This design comes from an exercise in tuning for small area and few clock cycles on the open sky130 flow, not from production work. Function was checked by simulation only, so behaviour that the tests miss may differ from the original.

`config.mk`:
```
export PLATFORM = sky130hd
export DESIGN_NAME = gazmusino_top
export DESIGN_NICKNAME = gazmusino_top
export VERILOG_FILES = /design/flow/design.v
export SDC_FILE = /design/flow/constraint.sdc
export NUM_CORES = 4
export LEC_CHECK = 0
export CAP_MARGIN = 20
export CORE_MARGIN = 2
export CORE_UTILIZATION = 40
export SLEW_MARGIN = 20
```
`constraint.sdc`:
```
create_clock -name core_clock -period 18.0 [get_ports {clk}]
set_input_delay 3.6000 -clock core_clock [delete_from_list [all_inputs] [get_ports {clk}]]
set_output_delay 3.6000 -clock core_clock [all_outputs]
set_load 0.01 [all_outputs]
```
`design.v`:
```
localparam int NUM_MMIO = 1;
localparam int CORE_RF_NUM_READ = 3;
typedef logic[31:0] rv32_word;
typedef rv32_word [1:0] rv64_word;
typedef logic [4:0] rv_reg_id_t;
typedef logic [11:0] rv_csr_id_t;
typedef logic [6:0] opcode_t;
typedef struct packed {
    logic [6:0] funct7;      
    rv_reg_id_t rs2;         
    rv_reg_id_t rs1;         
    logic [2:0] funct3;      
    rv_reg_id_t rd;          
    opcode_t opcode;         
} rv_instr_t;
typedef struct packed {
    rv_reg_id_t rs3;
    logic [1:0] fmt;
    rv_reg_id_t rs2;
    rv_reg_id_t rs1;
    logic [2:0] rm;
    rv_reg_id_t rd;
    opcode_t opcode;
} rv_r4_instr_t;
localparam logic [31:0] RV_NOP = 32'h33;
typedef enum logic [6:0] {
    OPCODE_LUI = 7'b0110111,
    OPCODE_AUIPC = 7'b0010111,
    OPCODE_JAL = 7'b1101111,
    OPCODE_JALR = 7'b1100111,
    OPCODE_BRANCH = 7'b1100011,
    OPCODE_LOAD = 7'b0000011,
    OPCODE_STORE = 7'b0100011,
    OPCODE_INTEGER_IMM = 7'b0010011,
    OPCODE_INTEGER_REG = 7'b0110011,
    OPCODE_ZICSR = 7'b1110011,
    OPCODE_BARRIER = 7'b0001111,
    OPCODE_CUSTOM_0 = 7'b0001011,
    OPCODE_CUSTOM_1 = 7'b0101011,
    OPCODE_CUSTOM_2 = 7'b1011011,
    OPCODE_CUSTOM_3 = 7'b1111011
} valid_opcodes_t;
typedef enum logic [2:0] {
    INSTR_R_TYPE,
    INSTR_I_TYPE,
    INSTR_S_TYPE,
    INSTR_B_TYPE,
    INSTR_U_TYPE,
    INSTR_J_TYPE
} instr_type_t;
typedef enum logic [3:0] {
    ALU_OP_ADD  = 4'b0000,
    ALU_OP_SLL  = 4'b0001,
    ALU_OP_SLT  = 4'b0010,
    ALU_OP_SLTU = 4'b0011,
    ALU_OP_XOR  = 4'b0100,
    ALU_OP_SRL  = 4'b0101,
    ALU_OP_OR   = 4'b0110,
    ALU_OP_AND  = 4'b0111,
    ALU_OP_SUB  = 4'b1000,
    ALU_OP_SRA  = 4'b1101
} int_alu_op_t;
typedef enum logic [1:0] {
    MUL_OP_MUL    = 2'b00,
    MUL_OP_MULH   = 2'b01,
    MUL_OP_MULHSU = 2'b10,
    MUL_OP_MULHU  = 2'b11
} mul_op_t;
typedef enum logic [1:0] {
    CSR_NOP = 2'b00,
    CSR_RW = 2'b01,
    CSR_RS = 2'b10,
    CSR_RC = 2'b11
} zicsr_op_t;
typedef enum logic [3:0] {
    OP_BEQ = 4'b0000,
    OP_BNE = 4'b0001,
    OP_BLT = 4'b0100,
    OP_BGE = 4'b0101,
    OP_BLTU = 4'b0110,
    OP_BGEU = 4'b0111,
    OP_J = 4'b1000,
    OP_NOP = 4'b1111
} branch_op_t;
typedef enum logic [3:0] {
    MEM_LB = 4'b0000,
    MEM_LH = 4'b0001,
    MEM_LW = 4'b0010,
    MEM_LBU = 4'b0100,
    MEM_LHU = 4'b0101,
    MEM_SB = 4'b1000,
    MEM_SH = 4'b1001,
    MEM_SW = 4'b1010,
    MEM_NOP = 4'b1111
} mem_op_t;
typedef enum logic [2:0] {
    ALU_IN_ZERO,
    ALU_IN_REG_1,
    ALU_IN_REG_2,
    ALU_IN_PC,
    ALU_IN_IMM
} int_alu_xbar_t;
typedef enum logic [2:0] {
    WB_PC4,
    WB_INT_ALU,
    WB_MEM_DATA,
    WB_STORE,
    WB_MUL_UNIT,
    WB_CSR,
    WB_FXMADD
} wb_result_t;
typedef enum logic [2:0] {
    NO_BYPASS,
    BYPASS_EXEC_BUFF,
    BYPASS_MEM_BUFF
} bypass_t;
typedef struct packed {
    int_alu_op_t op;
    int_alu_xbar_t [1:0] xbar;
} int_alu_instr_t;
typedef struct packed {
    logic invalid;
    logic is_bubble;
    instr_type_t t;
    bypass_t [CORE_RF_NUM_READ - 1:0] bypass_rs;
    branch_op_t branch_op;
    int_alu_instr_t int_alu_instr;
    mem_op_t mem_op;
    wb_result_t wb_result_src;
    logic register_wb;
    logic csr_wb;
} rv_control_t;
localparam logic [36:0] NOP_CTRL =
    {1'b0, 1'b0, INSTR_R_TYPE, {CORE_RF_NUM_READ{NO_BYPASS}}, OP_NOP,
     ALU_OP_ADD, ALU_IN_ZERO, ALU_IN_ZERO, MEM_NOP, WB_INT_ALU, 1'b0, 1'b0};
localparam logic [36:0] BUBBLE_CTRL =
    {1'b0, 1'b1, INSTR_R_TYPE, {CORE_RF_NUM_READ{NO_BYPASS}}, OP_NOP,
     ALU_OP_ADD, ALU_IN_ZERO, ALU_IN_ZERO, MEM_NOP, WB_INT_ALU, 1'b0, 1'b0};
typedef struct packed {
    logic write;
    rv_reg_id_t id;
    rv32_word data;
} register_write_request_t;
typedef struct packed {
    rv_csr_id_t id;
    rv32_word value;
    logic write;
} csr_write_request_t;
typedef struct packed {
    rv32_word pc;
    logic generate_nop;
} fetch_decode_buffer_t;
typedef struct packed {
    rv_instr_t instr;
    rv32_word pc;
    rv_control_t control;
    rv32_word[CORE_RF_NUM_READ - 1:0] reg_data;
} decode_exec_buffer_t;
typedef struct packed {
    rv_instr_t instr;
    rv32_word pc;
    rv_control_t control;
    rv32_word [1:0] data_result;
} exec_mem_buffer_t;
typedef exec_mem_buffer_t mem_wb_buffer_t;
typedef struct packed {
    rv32_word addr;
    rv32_word data;
    mem_op_t op;
} memory_request_t;
/*verilator lint_off UNUSEDSIGNAL*/
module rv32_immediate_gen
(
    input instr_type_t instr_type,
    input rv32_word instruction,
    output rv32_word immediate
);
function automatic [31:0] decode_i_imm(input [31:0] instr);
    reg [31:0] imm;
    imm[31:11] = {21{instr[31]}};
    imm[10:0] = instr[30:20];
    decode_i_imm = imm;
endfunction
function automatic [31:0] decode_s_imm(input [31:0] instr);
    reg [31:0] imm;
    imm[31:11] = {21{instr[31]}};
    imm[10:5] = instr[30:25];
    imm[4:0] = instr[11:7];
    decode_s_imm = imm;
endfunction
function automatic [31:0] decode_b_imm(input [31:0] instr);
    reg [31:0] imm;
    imm[31:12] = {20{instr[31]}};
    imm[11] = instr[7];
    imm[10:5] = instr[30:25];
    imm[4:1] = instr[11:8];
    imm[0] = 0;
    decode_b_imm = imm;
endfunction
function automatic [31:0] decode_u_imm(input [31:0] instr);
    reg [31:0] imm;
    imm[31:12] = instr[31:12];
    imm[11:0] = 12'b0;
    decode_u_imm = imm;
endfunction
function automatic [31:0] decode_j_imm(input [31:0] instr);
    reg [31:0] imm;
    imm[31:20] = {12{instr[31]}};
    imm[19:12] = instr[19:12];
    imm[11] = instr[20];
    imm[10:1] = instr[30:21];
    imm[0] = 0;
    decode_j_imm = imm;
endfunction
always_comb begin
    case (instr_type)
        INSTR_I_TYPE: immediate = decode_i_imm(instruction);
        INSTR_S_TYPE: immediate = decode_s_imm(instruction);
        INSTR_B_TYPE: immediate = decode_b_imm(instruction);
        INSTR_U_TYPE: immediate = decode_u_imm(instruction);
        INSTR_J_TYPE: immediate = decode_j_imm(instruction);
        default: immediate = 0;
    endcase
end
endmodule
module rv32_int_alu
(
    input rv32_word op1, op2,
    input int_alu_op_t opsel,
    output rv32_word result
);
always_comb begin
    case (opsel)
        ALU_OP_ADD: begin
            result = op1 + op2;
        end
        ALU_OP_SLL: begin
            result = op1 << op2[4:0];
        end
        ALU_OP_SLT: begin
            result = {31'b0, $signed(op1) < $signed(op2)};
        end
        ALU_OP_SLTU: begin
            result = {31'b0, op1 < op2};
        end
        ALU_OP_XOR: begin
            result = op1 ^ op2;
        end
        ALU_OP_SRL: begin
            result = op1 >> op2[4:0];
        end
        ALU_OP_OR: begin
            result = op1 | op2;
        end
        ALU_OP_AND: begin
            result = op1 & op2;
        end
        ALU_OP_SRA: begin
            result = $signed(op1) >>> op2[4:0];
        end
        ALU_OP_SUB: begin
            result = $signed(op1) - $signed(op2);
        end
        default: result = 0;
    endcase
end
endmodule
module rv32_branch_unit
(
    input rv32_word op1, op2,
    input branch_op_t branch_op,
    output logic do_branch
);
logic eq, lt, ltu;
always_comb begin
    eq = (op1 == op2);
    lt = ($signed(op1) < $signed(op2));
    ltu = (op1 < op2);
end
always_comb begin
    case (branch_op)
        OP_BEQ: do_branch = eq;
        OP_BNE: do_branch = ~eq;
        OP_BLT: do_branch = lt;
        OP_BGE: do_branch = ~lt;
        OP_BLTU: do_branch = ltu;
        OP_BGEU: do_branch = ~ltu;
        OP_J: do_branch = 1;
        default: do_branch = 0;
    endcase
end
endmodule
/*verilator lint_off UNUSEDSIGNAL*/
module rv32_mul_unit
(
    input rv32_word op1, op2,
    input mul_op_t opsel,
    output rv32_word result
);
logic[63:0] smul, umul;
logic[32:0] sumul_op1, sumul_op2;
logic[65:0] sumul;
always_comb begin
    smul = $signed(op1) * $signed(op2);
    umul = op1 * op2;
    sumul_op1[31:0] = op1;
    sumul_op1[32] = op1[31];
    sumul_op2[31:0] = op2;
    sumul_op2[32] = 0;
    sumul = $signed(sumul_op1) * $signed(sumul_op2);
    case(opsel)
        MUL_OP_MUL: result = smul[31:0];
        MUL_OP_MULH: result = smul[63:32];
        MUL_OP_MULHSU: result = sumul[63:32];
        MUL_OP_MULHU: result = umul[63:32];
    endcase
end
endmodule
module rv32_zicsr_unit
(
    input rv32_word csr, operand,
    input zicsr_op_t opsel,
    output rv32_word reg_result,
    output rv32_word csr_result
);
always_comb begin
    reg_result = csr;
    case (opsel)
        CSR_RW: begin
            csr_result = operand;
        end
        CSR_RS: begin 
            csr_result = csr | operand;
        end
        CSR_RC: begin
            csr_result = csr & (~operand);
        end
        default: csr_result = csr; 
    endcase
end
endmodule
module rv32_fxmadd_unit
(
    input  rv32_word mul_op_1, mul_op_2, add_op,
    input logic[2:0] low_bits_selected_scale,
    input logic[1:0] high_bit_selected_scale,
    output rv32_word result 
);
logic[31:0] res_mul, res_mul_shifted;
logic[4:0] shift_value;
always_comb begin
    shift_value = {high_bit_selected_scale, low_bits_selected_scale};
    res_mul = $signed(mul_op_1) * $signed(mul_op_2);
    res_mul_shifted = $signed(res_mul) >>> shift_value;
    result = $signed(res_mul_shifted) + $signed(add_op);
end
endmodule
/*verilator lint_off UNUSEDSIGNAL*/
module rv32_load_fix
(
    input mem_op_t op,
    input rv32_word addr,
    output rv32_word fixed_load,
    input rv32_word raw_load
);
always_comb begin
    case (op)
        MEM_LW: begin
            fixed_load = raw_load;
        end
        MEM_LB: begin
            case(addr[1:0])
                0: fixed_load[7:0] = raw_load[7:0];
                1: fixed_load[7:0] = raw_load[15:8];
                2: fixed_load[7:0] = raw_load[23:16];
                3: fixed_load[7:0] = raw_load[31:24];
                default: fixed_load[7:0] = 0;
            endcase
            fixed_load[31:8] = {24{fixed_load[7]}};
        end
        MEM_LH: begin
            case(addr[1:0])
                0: fixed_load[15:0] = raw_load[15:0];
                2: fixed_load[15:0] = raw_load[31:16];
                default: fixed_load[15:0] = 0;
            endcase
            fixed_load[31:16] = {16{fixed_load[15]}};
        end
        MEM_LBU: begin
            case(addr[1:0])
                0: fixed_load[7:0] = raw_load[7:0];
                1: fixed_load[7:0] = raw_load[15:8];
                2: fixed_load[7:0] = raw_load[23:16];
                3: fixed_load[7:0] = raw_load[31:24];
                default: fixed_load[7:0] = 0;
            endcase
            fixed_load[31:8] = 0;
        end
        MEM_LHU: begin
            case(addr[1:0])
                0: fixed_load[15:0] = raw_load[15:0];
                2: fixed_load[15:0] = raw_load[31:16];
                default: fixed_load[15:0] = 0;
            endcase
            fixed_load[31:16] = 0;
        end
        default: begin
            fixed_load = 0;
        end
    endcase
end
endmodule
/*verilator lint_off UNUSEDSIGNAL*/
module rv32_decoder
(
    input rv_instr_t instr,
    output rv_control_t control,
    output logic [CORE_RF_NUM_READ-1:0] use_rs
);
logic is_srai;
always_comb begin
    is_srai = 0;
    control = NOP_CTRL;
    for (int idx = 0; idx < CORE_RF_NUM_READ; idx = idx + 1) begin
        use_rs[idx] = 0;  
    end
    case(instr.opcode)
        OPCODE_LUI: begin
            control.t = INSTR_U_TYPE;
            control.int_alu_instr.xbar[1] = ALU_IN_IMM;
            control.register_wb = 1;
        end
        OPCODE_AUIPC: begin
            control.t = INSTR_U_TYPE;
            control.int_alu_instr.xbar[0] = ALU_IN_PC;
            control.int_alu_instr.xbar[1] = ALU_IN_IMM;
            control.register_wb = 1;
        end
        OPCODE_JAL: begin
            control.t = INSTR_J_TYPE;
            control.branch_op = OP_J;
            control.int_alu_instr.xbar[0] = ALU_IN_PC;
            control.int_alu_instr.xbar[1] = ALU_IN_IMM;
            control.register_wb = 1;
            control.wb_result_src = WB_PC4;
        end
        OPCODE_JALR: begin
            control.t = INSTR_I_TYPE;
            control.branch_op = OP_J;
            control.int_alu_instr.xbar[0] = ALU_IN_REG_1;
            control.int_alu_instr.xbar[1] = ALU_IN_IMM;
            control.register_wb = 1;
            control.wb_result_src = WB_PC4;
            use_rs[0] = 1;
        end
        OPCODE_BRANCH: begin
            control.t = INSTR_B_TYPE;
            control.branch_op = branch_op_t'({1'b0, instr.funct3});
            control.int_alu_instr.xbar[0] = ALU_IN_PC;
            control.int_alu_instr.xbar[1] = ALU_IN_IMM;
            use_rs[0] = 1;
            use_rs[1] = 1;
        end
        OPCODE_INTEGER_IMM: begin
            if (instr.funct3 == 3'b101 && instr.funct7[5]) is_srai = 1;
            else is_srai = 0;
            control.t = INSTR_I_TYPE;
            control.int_alu_instr.op = int_alu_op_t'({is_srai, instr.funct3});
            control.int_alu_instr.xbar[0] = ALU_IN_REG_1;
            control.int_alu_instr.xbar[1] = ALU_IN_IMM;
            control.register_wb = 1;
            use_rs[0] = 1;
        end
        OPCODE_INTEGER_REG: begin
            control.t = INSTR_R_TYPE;
            control.register_wb = 1;
            use_rs[0] = 1;
            use_rs[1] = 1;
            case (instr.funct7)
                7'b0000001: begin  
                    control.wb_result_src = WB_MUL_UNIT;
                end
                default: begin  
                    control.int_alu_instr.op = int_alu_op_t'({instr.funct7[5], instr.funct3});
                    control.int_alu_instr.xbar[0] = ALU_IN_REG_1;
                    control.int_alu_instr.xbar[1] = ALU_IN_REG_2;
                end
            endcase
        end
        OPCODE_STORE: begin
            control.t = INSTR_S_TYPE;
            control.int_alu_instr.xbar[0] = ALU_IN_REG_1;
            control.int_alu_instr.xbar[1] = ALU_IN_IMM;
            control.mem_op = mem_op_t'({1'b1, instr.funct3});
            control.wb_result_src = WB_STORE;
            use_rs[0] = 1;
            use_rs[1] = 1;
        end
        OPCODE_LOAD: begin
            control.t = INSTR_I_TYPE;
            control.int_alu_instr.xbar[0] = ALU_IN_REG_1;
            control.int_alu_instr.xbar[1] = ALU_IN_IMM;
            control.mem_op = mem_op_t'({1'b0, instr.funct3});
            control.wb_result_src = WB_MEM_DATA;
            control.register_wb = 1;
            use_rs[0] = 1;
        end
        OPCODE_ZICSR: begin
            control.register_wb = 1;
            control.csr_wb = 1;
            control.wb_result_src = WB_CSR;
            use_rs[0] = 1;
        end
        OPCODE_CUSTOM_0: begin
            control.wb_result_src = WB_FXMADD;
            control.register_wb = 1;
            use_rs[0] = 1;
            use_rs[1] = 1;
            use_rs[2] = 1;
        end
        OPCODE_CUSTOM_1: begin
            control.invalid = 1;
        end
        OPCODE_CUSTOM_2: begin
            control.invalid = 1;
        end
        default: begin
            control.invalid = 1;
        end
    endcase
    if (instr.rd == 0) control.register_wb = 0;
end
endmodule
/*verilator lint_off UNUSEDSIGNAL*/
module rv32_hazzard_detection_unit
(
    input logic [CORE_RF_NUM_READ-1:0] use_rs,
    input rv_instr_t current_instr,
    input rv_control_t current_control,
    input decode_exec_buffer_t decode_exec_buff,
    input exec_mem_buffer_t exec_mem_buff,
    output logic stall,
    output bypass_t [CORE_RF_NUM_READ - 1:0] bypass_rs
);
logic [CORE_RF_NUM_READ-1:0] stall_vec;
rv_r4_instr_t r4_instr;
rv_reg_id_t rs;
always_comb begin
    stall_vec = '0;
    r4_instr = current_instr;
    rs = '0;
    for(int idx = 0; idx < CORE_RF_NUM_READ; idx = idx + 1) begin
        bypass_rs[idx] = NO_BYPASS;
        if (idx == 0) rs = current_instr.rs1;
        else if (idx == 1) rs = current_instr.rs2;
        else if (idx == 2) rs = r4_instr.rs3;
        else rs = current_instr.rd;
        if(rs == exec_mem_buff.instr.rd && exec_mem_buff.control.register_wb)
            bypass_rs[idx] = BYPASS_MEM_BUFF;
        if (rs == decode_exec_buff.instr.rd &&
            decode_exec_buff.control.register_wb) begin
            bypass_rs[idx] = BYPASS_EXEC_BUFF;
            if (decode_exec_buff.control.wb_result_src == WB_MEM_DATA)
                stall_vec[idx] = 1;
        end
        if (!use_rs[idx]) begin
            bypass_rs[idx] = NO_BYPASS;
            stall_vec[idx] = 0;
        end
    end
    stall = |stall_vec;
    if (current_control.wb_result_src == WB_CSR) begin
        stall = stall | (decode_exec_buff.control.wb_result_src == WB_CSR);
        stall = stall | (exec_mem_buff.control.wb_result_src == WB_CSR);
    end
end
endmodule
module rv32_register_file
#(
    parameter int NUM_READ_PORTS = 4
) (
    input logic clk,
    input rv_reg_id_t [NUM_READ_PORTS - 1:0] rs,
    output rv32_word [NUM_READ_PORTS - 1:0] o,
    input register_write_request_t write_request
);
rv32_word register_file [32];
always_ff @(posedge clk) begin
    if (write_request.write) begin
        register_file[write_request.id] <= write_request.data;
    end
end
always_comb begin
    for(int idx = 0; idx < NUM_READ_PORTS; idx = idx + 1) begin
        if (rs[idx] == 0) o[idx] = 0;
        else if (write_request.write && write_request.id == rs[idx]) o[idx] = write_request.data;
        else o[idx] = register_file[rs[idx]];
    end
end
endmodule
module rv32_csr
(
    input logic clk, resetn,
    input rv_csr_id_t read_id,
    output rv32_word read_value,
    input csr_write_request_t write_request
);
localparam logic [11:0] CSR_MSCRATCH = 12'h340;
rv32_word mscratch;
always_comb begin
    read_value = 0;
    if (read_id == CSR_MSCRATCH) read_value = mscratch;
end
always_ff @(posedge clk) begin
    if (resetn && write_request.write && write_request.id == CSR_MSCRATCH) begin
        mscratch <= write_request.value;
    end
end
endmodule
/*verilator lint_off UNUSEDSIGNAL*/
module rv32_fetch_stage
(
    input logic clk, resetn,
    input logic set_nop,
    input logic stop,
    input rv32_word set_nop_pc,
    input rv32_word pc,
    output logic stall,
    output fetch_decode_buffer_t fetch_decode_buff,
    output memory_request_t instr_request,
    input logic request_done
);
fetch_decode_buffer_t internal_data;
always_comb begin
    if (stop) instr_request.op = MEM_NOP;
    else instr_request.op = MEM_LW;
    instr_request.addr = pc;
    instr_request.data = 0;
    stall = ~request_done;
end
always_ff @(posedge clk) begin
    if (!resetn) begin
        fetch_decode_buff.pc <= 0;
        fetch_decode_buff.generate_nop <= 1;
    end
    else if (set_nop) begin
        fetch_decode_buff.pc <= set_nop_pc;
        fetch_decode_buff.generate_nop <= 1;
    end
    else if (!stop) begin
        if (request_done) begin
            fetch_decode_buff.pc <= pc;
            fetch_decode_buff.generate_nop <= 0;
        end
    end
end
endmodule
/*verilator lint_off UNUSEDSIGNAL*/
module rv32_decode_stage
(
    input logic clk, resetn,
    input logic set_nop, stop,
    input rv32_word set_nop_pc,
    input fetch_decode_buffer_t fetch_decode_buff,
    output decode_exec_buffer_t decode_exec_buff,
    output logic stall,
    input rv_instr_t instr,
    input rv32_word [CORE_RF_NUM_READ - 1:0] reg_data,
    input rv32_word csr_data,
    input exec_mem_buffer_t exec_mem_buff
);
decode_exec_buffer_t internal_data;
decode_exec_buffer_t output_internal_data;
rv_instr_t internal_instr;
always_comb begin
    if (fetch_decode_buff.generate_nop) internal_instr = RV_NOP;
    else internal_instr = instr;
end
logic [CORE_RF_NUM_READ-1:0] decoder_use_rs;
rv_control_t decoder_output;
rv32_decoder decoder(
    .instr(internal_instr),
    .use_rs(decoder_use_rs),
    .control(decoder_output)
);
logic [CORE_RF_NUM_READ-1:0] use_rs;
rv_control_t control_signals;
always_comb begin
    use_rs = decoder_use_rs;
    control_signals = decoder_output;
end
bypass_t [CORE_RF_NUM_READ - 1:0] bypass_rs;
logic hazzard_stall;
rv32_hazzard_detection_unit hazzard_detection(
    .use_rs(use_rs),
    .current_instr(internal_instr),
    .current_control(control_signals),
    .decode_exec_buff(decode_exec_buff),
    .exec_mem_buff(exec_mem_buff),
    .stall(hazzard_stall),
    .bypass_rs(bypass_rs)
);
always_comb begin
    internal_data.pc = fetch_decode_buff.pc;
    internal_data.instr = internal_instr;
    internal_data.reg_data = reg_data;
    internal_data.control = control_signals;
    internal_data.control.bypass_rs = bypass_rs;
    stall = hazzard_stall;
    if (internal_data.control.wb_result_src == WB_CSR) begin
        internal_data.reg_data[2] = csr_data;
    end
    if (fetch_decode_buff.generate_nop) begin
        internal_data.control = BUBBLE_CTRL;
    end
    output_internal_data = internal_data;
    if (stall | set_nop) begin
        output_internal_data.instr = RV_NOP;
        output_internal_data.control = BUBBLE_CTRL;
        if (set_nop) output_internal_data.pc = set_nop_pc;
    end
end
always_ff @(posedge clk) begin
    if (!resetn) begin
        decode_exec_buff.instr <= RV_NOP;
        decode_exec_buff.control <= BUBBLE_CTRL;
        decode_exec_buff.pc <= 0;
    end
    else if (!stop) begin
        decode_exec_buff <= output_internal_data;
    end
end
endmodule
/*verilator lint_off UNUSEDSIGNAL*/
module rv32_exec_stage
(
    input logic clk, resetn,
    input decode_exec_buffer_t decode_exec_buff,
    output exec_mem_buffer_t exec_mem_buff,
    input logic stop,
    output logic do_jump,
    output rv32_word jump_addr,
    input rv32_word wb_bypass
);
exec_mem_buffer_t internal_data;
rv32_word [CORE_RF_NUM_READ-1:0] reg_data;
always_comb begin
    for(int idx = 0; idx < CORE_RF_NUM_READ; idx = idx + 1) begin
        case (decode_exec_buff.control.bypass_rs[idx])
            BYPASS_EXEC_BUFF: reg_data[idx] = exec_mem_buff.data_result[0];
            BYPASS_MEM_BUFF: reg_data[idx] = wb_bypass;
            default: reg_data[idx] = decode_exec_buff.reg_data[idx];
        endcase
    end
end
rv32_word immediate;
rv32_immediate_gen immediate_gen(
    .instr_type(decode_exec_buff.control.t),
    .instruction(decode_exec_buff.instr),
    .immediate(immediate)
);
zicsr_op_t zicsr_unit_op;
rv32_word zicsr_operand_data, zicsr_reg_result, zicsr_csr_result;
always_comb begin
    zicsr_unit_op = zicsr_op_t'(decode_exec_buff.instr.funct3[1:0]);
    if (decode_exec_buff.instr.funct3[2] == 0) zicsr_operand_data = reg_data[0];
    else begin
        zicsr_operand_data[4:0] = decode_exec_buff.instr.rs1;
        zicsr_operand_data[31:5] = 0;
    end
end
rv32_zicsr_unit zicsr_unit (
    .csr(reg_data[2]), .operand(zicsr_operand_data),
    .opsel(zicsr_unit_op),
    .reg_result(zicsr_reg_result), .csr_result(zicsr_csr_result)
);
rv32_word [1:0] alu_op;
always_comb begin
    for(int idx = 0; idx < 2; idx = idx + 1) begin
        case (decode_exec_buff.control.int_alu_instr.xbar[idx])
            ALU_IN_REG_1: alu_op[idx] = reg_data[0];
            ALU_IN_REG_2: alu_op[idx] = reg_data[1];
            ALU_IN_PC: alu_op[idx] = decode_exec_buff.pc;
            ALU_IN_IMM: alu_op[idx] = immediate;
            default: alu_op[idx] = 0;
        endcase
    end
end
rv32_word int_alu_result;
rv32_int_alu int_alu (
    .op1(alu_op[0]), .op2(alu_op[1]),
    .opsel(decode_exec_buff.control.int_alu_instr.op),
    .result(int_alu_result)
);
logic branch_unit_out;
rv32_branch_unit branch_unit (
    .op1(reg_data[0]), .op2(reg_data[1]),
    .branch_op(decode_exec_buff.control.branch_op),
    .do_branch(branch_unit_out)
);
mul_op_t mul_unit_op;
rv32_word mul_unit_result;
always_comb begin 
    mul_unit_op = mul_op_t'(decode_exec_buff.instr.funct3[1:0]);
end
rv32_mul_unit mul_unit (
    .op1(reg_data[0]), .op2(reg_data[1]),
    .opsel(mul_unit_op),
    .result(mul_unit_result)
);
rv_r4_instr_t instr_r4;
assign instr_r4 = decode_exec_buff.instr;
rv32_word fxmadd_result;
rv32_fxmadd_unit fxmadd (
    .mul_op_1(reg_data[0]),
    .mul_op_2(reg_data[1]),
    .add_op(reg_data[2]),
    .low_bits_selected_scale(instr_r4.rm),
    .high_bit_selected_scale(instr_r4.fmt),
    .result(fxmadd_result)
);
always_comb begin
    internal_data.instr = decode_exec_buff.instr;
    internal_data.pc = decode_exec_buff.pc;
    jump_addr = int_alu_result;
    do_jump = branch_unit_out;
    begin
        internal_data.control = decode_exec_buff.control;
        internal_data.data_result[1] = int_alu_result;
        case(decode_exec_buff.control.wb_result_src)
            WB_PC4: internal_data.data_result[0] = decode_exec_buff.pc + 4;
            WB_INT_ALU: internal_data.data_result[0] = int_alu_result;
            WB_STORE: internal_data.data_result[0] = reg_data[1];
            WB_MUL_UNIT: internal_data.data_result[0] = mul_unit_result;
            WB_CSR: begin 
                internal_data.data_result[0] = zicsr_reg_result;
                internal_data.data_result[1] = zicsr_csr_result;
            end
            WB_FXMADD: internal_data.data_result[0] = fxmadd_result;
            default: internal_data.data_result[0] = 0;
        endcase
    end
end
always_ff @(posedge clk) begin
    if (!resetn) begin
        exec_mem_buff.instr <= RV_NOP;
        exec_mem_buff.pc <= 0;
        exec_mem_buff.control <= BUBBLE_CTRL;
    end
    else if (!stop) exec_mem_buff <= internal_data;
end
endmodule
/*verilator lint_off UNUSEDSIGNAL*/
module rv32_mem_stage
(
    input logic clk, resetn,
    input exec_mem_buffer_t exec_mem_buff,
    output mem_wb_buffer_t mem_wb_buff,
    output logic stall,
    output memory_request_t data_request,
    input logic request_done,
    output csr_write_request_t csr_write_request,
    output logic instr_retired
);
mem_wb_buffer_t internal_data;
always_comb begin 
    csr_write_request.id = exec_mem_buff.instr[31:20];
    csr_write_request.value = exec_mem_buff.data_result[1];
    csr_write_request.write = exec_mem_buff.control.csr_wb;
end
always_comb begin
    data_request.addr = exec_mem_buff.data_result[1];
    data_request.op = exec_mem_buff.control.mem_op;
    data_request.data = exec_mem_buff.data_result[0];
end
always_comb begin
    internal_data = exec_mem_buff;
    if (exec_mem_buff.control.mem_op == MEM_NOP) stall = 0;
    else stall = ~request_done;
    instr_retired = ~(internal_data.control.is_bubble | stall);
end
always_ff @(posedge clk) begin
    if(!resetn) begin
        mem_wb_buff.instr <= RV_NOP;
        mem_wb_buff.control <= BUBBLE_CTRL;
        mem_wb_buff.pc <= 0;
    end
    else if (!stall) mem_wb_buff <= internal_data;
    else begin 
        mem_wb_buff.control.is_bubble <= 1;
    end
end
endmodule
/*verilator lint_off UNUSEDSIGNAL*/
module rv32_wb_stage
(
    input mem_wb_buffer_t mem_wb_buff,
    input rv32_word mem_data,
    output register_write_request_t rf_write_request
);
rv32_word fixed_load;
rv32_load_fix load_fix(
    .op(mem_wb_buff.control.mem_op),
    .addr(mem_wb_buff.data_result[1]),
    .raw_load(mem_data),
    .fixed_load(fixed_load)
);
always_comb begin
    rf_write_request.write = mem_wb_buff.control.register_wb;
    rf_write_request.id = mem_wb_buff.instr.rd;
    case (mem_wb_buff.control.wb_result_src)
        WB_MEM_DATA: rf_write_request.data = fixed_load;
        default: rf_write_request.data = mem_wb_buff.data_result[0];
    endcase
end
endmodule
/*verilator lint_off UNUSEDSIGNAL*/
module rv32_core
(
    input logic clk, resetn,
    output memory_request_t instr_request,
    input logic instr_request_done,
    input rv_instr_t instr,
    output memory_request_t data_request,
    input logic data_request_done,
    input rv32_word data
);
fetch_decode_buffer_t fetch_decode_buff;
decode_exec_buffer_t decode_exec_buff;
exec_mem_buffer_t exec_mem_buff;
mem_wb_buffer_t mem_wb_buff;
rv32_word wb_bypass;
logic dec_stall;
logic mem_stall;
logic exec_jump;
logic jump_set_nop;
rv32_word exec_jump_addr, jump_nop_pc;
rv32_word pc; 
rv32_word next_pc;
always_comb begin
    jump_set_nop = 0;
    jump_nop_pc = decode_exec_buff.pc;
    next_pc = pc + 4;
    if(exec_jump) begin
        next_pc = exec_jump_addr;
        jump_set_nop = 1;
    end
    else if (dec_stall | mem_stall) next_pc = pc;
end
always_ff @(posedge clk) begin
    if (!resetn) pc <= 0;
    else pc <= next_pc;
end
rv_reg_id_t [CORE_RF_NUM_READ - 1:0] rs;
rv32_word [CORE_RF_NUM_READ - 1:0] reg_data;
rv_r4_instr_t r4_instr;
always_comb begin
    r4_instr = instr;  
    rs[0] = r4_instr.rs1;
    rs[1] = r4_instr.rs2;
    rs[2] = r4_instr.rs3;
end
register_write_request_t rf_write_request;
rv32_register_file #(.NUM_READ_PORTS(CORE_RF_NUM_READ)) rf(
    .clk(clk),
    .rs(rs), .o(reg_data),
    .write_request(rf_write_request)
);
rv32_word csr_read_data;
rv_csr_id_t csr_read_id;
csr_write_request_t csr_write_request;
logic instr_retired;
always_comb begin 
    csr_read_id = instr[31:20];
end
rv32_csr csr_file(
    .clk(clk), .resetn(resetn),
    .read_id(csr_read_id), .read_value(csr_read_data),
    .write_request(csr_write_request)
);
logic fetch_stall;
rv32_fetch_stage fetch_stage(
    .clk(clk), .resetn(resetn),
    .pc(pc),
    .fetch_decode_buff(fetch_decode_buff),
    .stall(fetch_stall),
    .stop(dec_stall | mem_stall),
    .set_nop(jump_set_nop),
    .set_nop_pc(jump_nop_pc),
    .instr_request(instr_request),
    .request_done(instr_request_done)
);
rv32_decode_stage decode_stage(
    .clk(clk), .resetn(resetn),
    .fetch_decode_buff(fetch_decode_buff),
    .instr(instr),
    .decode_exec_buff(decode_exec_buff),
    .stall(dec_stall),
    .stop(mem_stall),
    .set_nop(jump_set_nop),
    .set_nop_pc(jump_nop_pc),
    .reg_data(reg_data),
    .csr_data(csr_read_data),
    .exec_mem_buff(exec_mem_buff)
);
rv32_exec_stage exec_stage(
    .clk(clk), .resetn(resetn),
    .decode_exec_buff(decode_exec_buff),
    .exec_mem_buff(exec_mem_buff),
    .stop(mem_stall),
    .do_jump(exec_jump),
    .jump_addr(exec_jump_addr),
    .wb_bypass(rf_write_request.data)
);
rv32_mem_stage mem_stage(
    .clk(clk), .resetn(resetn),
    .exec_mem_buff(exec_mem_buff),
    .mem_wb_buff(mem_wb_buff),
    .stall(mem_stall),
    .data_request(data_request),
    .request_done(data_request_done),
    .csr_write_request(csr_write_request),
    .instr_retired(instr_retired)
);
rv32_wb_stage wb_stage(
    .mem_wb_buff(mem_wb_buff),
    .mem_data(data),
    .rf_write_request(rf_write_request)
);
endmodule
module gazmusino_top
(
    input  logic        clk,
    input  logic        resetn,
    output logic [31:0] imem_addr,
    output logic        imem_req,
    input  logic [31:0] imem_rdata,
    output logic [31:0] dmem_addr,
    output logic [31:0] dmem_wdata,
    output logic [3:0]  dmem_op,
    input  logic        dmem_ready,
    input  logic [31:0] dmem_rdata
);
memory_request_t instr_request, data_request;
rv32_core core (
    .clk(clk), .resetn(resetn),
    .instr_request(instr_request),
    .instr_request_done(1'b1),
    .instr(imem_rdata),
    .data_request(data_request),
    .data_request_done(dmem_ready),
    .data(dmem_rdata)
);
assign imem_addr  = instr_request.addr;
assign imem_req   = (instr_request.op == MEM_LW);
assign dmem_addr  = data_request.addr;
assign dmem_wdata = data_request.data;
assign dmem_op    = data_request.op;
endmodule
```
`run.sh`:
```
#!/bin/bash
# synth_recipe.tcl (not shown) runs the flow's synth.tcl, then flattens the netlist and writes it again
# the make line also repeats each setting of config.mk as NAME=value (left out here)
make -C /OpenROAD-flow-scripts/flow DESIGN_CONFIG=/design/flow/config.mk WORK_HOME=/design/flow/orfs CLKGATE_MAP_FILE= SYNTH_SCRIPT=/design/flow/synth_recipe.tcl finish
```
==> out/results.txt <==
Hold Crit Start -> core.fetch_stage.fetch_decode_buff[12]
Area delta synth->final -> 9.68%
Worst R2R Setup Slack -> 2.70 ns
Syn Nets -> 19,400
Clock Skew -> 0.0906 ns
Relative slew slack -> 14.3%
Final Hold Vio Count -> 0
Crit Path Category -> input pin to flip-flop
Max Slew Vio Count -> 0
Post-route ant nets -> 0
Die footprint -> 432,000 sq um
CP max-delay cell -> a222oi_1
Maximum clock rate -> 0.0573 GHz
Worst-margin pin slew -> 1.29 ns
CTS Sinks -> 1,441
CP max FO -> 11
Layout cells sized above 1 -> 12.6%
Critical path depth -> 52
Synth async-reset ratio -> 0%
TritonRoute pass-1 iters -> 12
# rows -> 240
Non-Filler Instances -> 22,100
Cell mode on critical path -> fa_1
Remaining routing DRC violations -> 0
Die Y -> 658 um
Largest net degree at the start of global routing -> 132
Initial Util -> 40.1%
R2r worst-path depth -> 50
WHS -> 0.451 ns
Number of H-tree levels -> 4
Tcrit/Tclk final -> 96.9%
Synth cell types -> 107
Mapped Area -> 171,000 sq um
Unrepaired setup endpoints after global routing -> false
Root Buffer -> clkbuf_16
Status -> complete, no violations
Max clock buf depth -> 4
Post-Syn Instances -> 16,200
Kind of cell adding the most delay to the critical path -> compound AO/OA/AOI/OAI gates
Clock transition at the registers of the reported paths -> 0.06 ns
Worst EP arrival -> 17.97 ns
Setup crit start kind -> input pin
Inst Count DP -> 21,700
Global route overflow -> 0
Clock latency on the worst-skew pair -> 0.86 ns
EDFF count, synth -> 1,250
First-pass GRT wire length -> 1080 mm
TritonCTS clock tree -> yes
Drt wl/cell -> 35.0 um
Most common cell after layout, fill and taps aside -> inv_1
Register area share after synthesis -> 24.2%
Yosys warns -> 17
Worst setup path endpoint -> core.exec_stage.exec_mem_buff[30]
Mean Syn Cell Area -> 10.6 sq um
Worst path max stage delay -> 0.80 ns
Top_reg_cell synth -> edfxtp_1
Most frequent cells in the layout -> inv_1, fa_1, nand2_1
Register area -> 41,400 sq um
Global Route Usage Sum -> 35.4%
Initial antenna violation count -> 46
Element type at the critical path end -> flip-flop
Vias -> 136,000
Final nets -> 19,400
Period minus WS final -> 17.44 ns
Area of the multi-input gates -> 115,000 sq um
Dpl hpwl -> 601 mm
DRT iter0 DRCs -> 18,900
MaxCap Viol Count -> 0
Bufs and invs on worst path -> 14
Core Area -> 426,000 sq um
Die W -> 658 um
Num ports -> 168
RD Place Congestion -> 1.06
Hold Path Class -> flip-flop to flip-flop
Yosys reg bits -> 1,441
Routed Wire Length -> 772 mm
Crit Reg-Reg Endpoint -> core.exec_stage.exec_mem_buff[30]
CTS Buf Count -> 160
Setup Fix Bufs, Post-CTS -> 0
Beginning of the critical path -> dmem_rdata[31]
Critical Path RT -> 18.53 ns
FILL cells -> 40,700
Worst r2r src -> core.mem_stage.mem_wb_buff[32]
Vias in the first global route -> 137,000
Final setup viols -> 0
IO Port Bufs -> 167
Vias per cell -> 6.17
state kept, by name, summed over array words and instances (netlist names):
name                                flops
core.rf.register_file                1024
core.mem_stage.mem_wb_buff             47
core.pc                                32
core.exec_stage.exec_mem_buff          90
core.csr_file.mscratch                 32
core.fetch_stage.fetch_decode_buff     33
core.decode_stage.decode_exec_buff    183
Yosys cell counts, drive strengths merged, types with 27 or more instances:
library cell,number,area share (%)
inv,3021,6.6
fa,2280,27
nand2,1342,2.9
nor2,1254,2.8
edfxtp,1250,22
ha,853,6.2
mux4,837,11
a21oi,731,2.1
clkbuf,682,1.5
o21ai,448,1.3
mux2i,414,2.4
buf,293,0.86
xnor2,195,1.0
dfxtp,191,2.2
a211oi,181,0.80
a21o,166,0.73
nand3,166,0.49
a31oi,127,0.47
nor3,112,0.33
xor2,99,0.51
o22ai,97,0.36
a22oi,95,0.42
nand4,93,0.34
o211ai,89,0.39
a22o,67,0.34
nor2b,67,0.25
and2,66,0.24
a221oi,64,0.34
nand2b,61,0.22
and3,52,0.19
o21a,51,0.22
a221o,41,0.24
or3,39,0.14
o21bai,38,0.17
o2111ai,37,0.19
o221ai,32,0.16
or2,29,0.11
a21boi,27,0.12
clkinv,27,0.067
nor4,27,0.099
logic make-up (layout without fill, tap and decap cells):
group / count (synthesis) / in the layout / share of synthesized area [%]
AOI/OAI and AO/OA: 2573 / 2573 / 9.90
xor gates and xnor gates: 294 / 294 / 1.51
adders and majority gates: 3133 / 3133 / 33.0
buffers and inverters: 4023 / 4191 / 9.07
DFF: 1441 / 1441 / 24.2
muxes: 1276 / 1276 / 13.6
other: 0 / 37 / 0
and+or+nand+nor: 3426 / 3426 / 8.73
layer usage:
metal,GRT usage [%],wire (um),up-vias,part of all wire [%]
met5,0,124,-,0.016
li1,-,-,54900,-
met2,53.9,339000,9073,44
met4,22.5,62000,18,8.0
met3,9.05,89400,2063,12
met1,45.1,281000,70100,36
worst register-to-register path, delay by kind of cell (launching register included):
kind,cells,cell delay (ns)
AO/OA/AOI/OAI,17,4.90
flip-flops,1,0.82
buffers and inverters,11,1.77
AND/OR/NAND/NOR,8,2.24
XOR/XNOR,1,0.16
adder cells (fa/ha/maj),10,4.30
multiplexers,3,0.79
worst min-delay path by stage:
stage,cells past startpoint,slack (ns),end
2_1_floorplan,2,0.43,core.exec_stage.exec_mem_buff[161]
3_3_place_gp,2,0.43,core.exec_stage.exec_mem_buff[162]
3_5_place_dp,2,0.44,core.decode_stage.decode_exec_buff[144]
4_1_cts,2,0.45,core.decode_stage.decode_exec_buff[144]
5_1_grt,2,0.46,core.decode_stage.decode_exec_buff[144]
6_report,2,0.45,core.decode_stage.decode_exec_buff[144]
repair_timing:
item	in CTS	in global routing
endpoints found under the setup margin	0	1
hold buffers	0	0
gates resized for setup	0	1
per-stage QoR:
step / worst slack, ns / util (%) / instance area [sq um] / TNS [ns]
after floorplan: 1.91 / - / 171000 / 0
after global placement: -0.103 / 42.7 / 182000 / -0.208
after detailed placement: -0.103 / 42.7 / 182000 / -0.103
after CTS: 0.659 / 43.9 / 187000 / 0
after global routing: 0.142 / 43.9 / 187000 / 0
final: 0.555 / 43.9 / 187000 / 0
final cells by class:
class                           count  share of cell area (%)
Antenna cell                       37                  0.0494
Clock inverter                     96                   0.530
Clock buffer                      189                    2.26
Multi-Input combinational cell  10700                    61.4
Tap cell                         5687                    3.80
Sequential cell                  1441                    22.1
Inverter                         3048                    6.11
Timing Repair Buffer              858                    3.81
Testbench counts, summed over its fixed seeds: cycles 52,013.

==> separate check: timing with driven ports <==
How much do the figures lean on ideal ports? The routed layout below was timed once more, with nothing changed but the port constraints. Step 1, drivers: a clkbuf_16 drives clk and a buf_2 each remaining input, both assumed. Step 2 moves the port delays by t, midway between the first and last clock arrival at a register: inputs arrive t later, outputs are due t later. That takes back most of the time a late clock gives input paths. Three values: ideal ports, drivers, drivers and shift; two values: the first two.
shift t [ns]: 0.903
slack for setup (ns): 0.555 / 0.615 / -0.288
latest minus earliest clock arrival (ns): 0.095 / 0.094
worst slew at a driven data input, ns: 0.05
Met with ideal ports but missed after step 2: setup timing in this run. For this run, drivers alone change the setup slack by +0.060 ns; drivers and shift together by -0.843 ns.
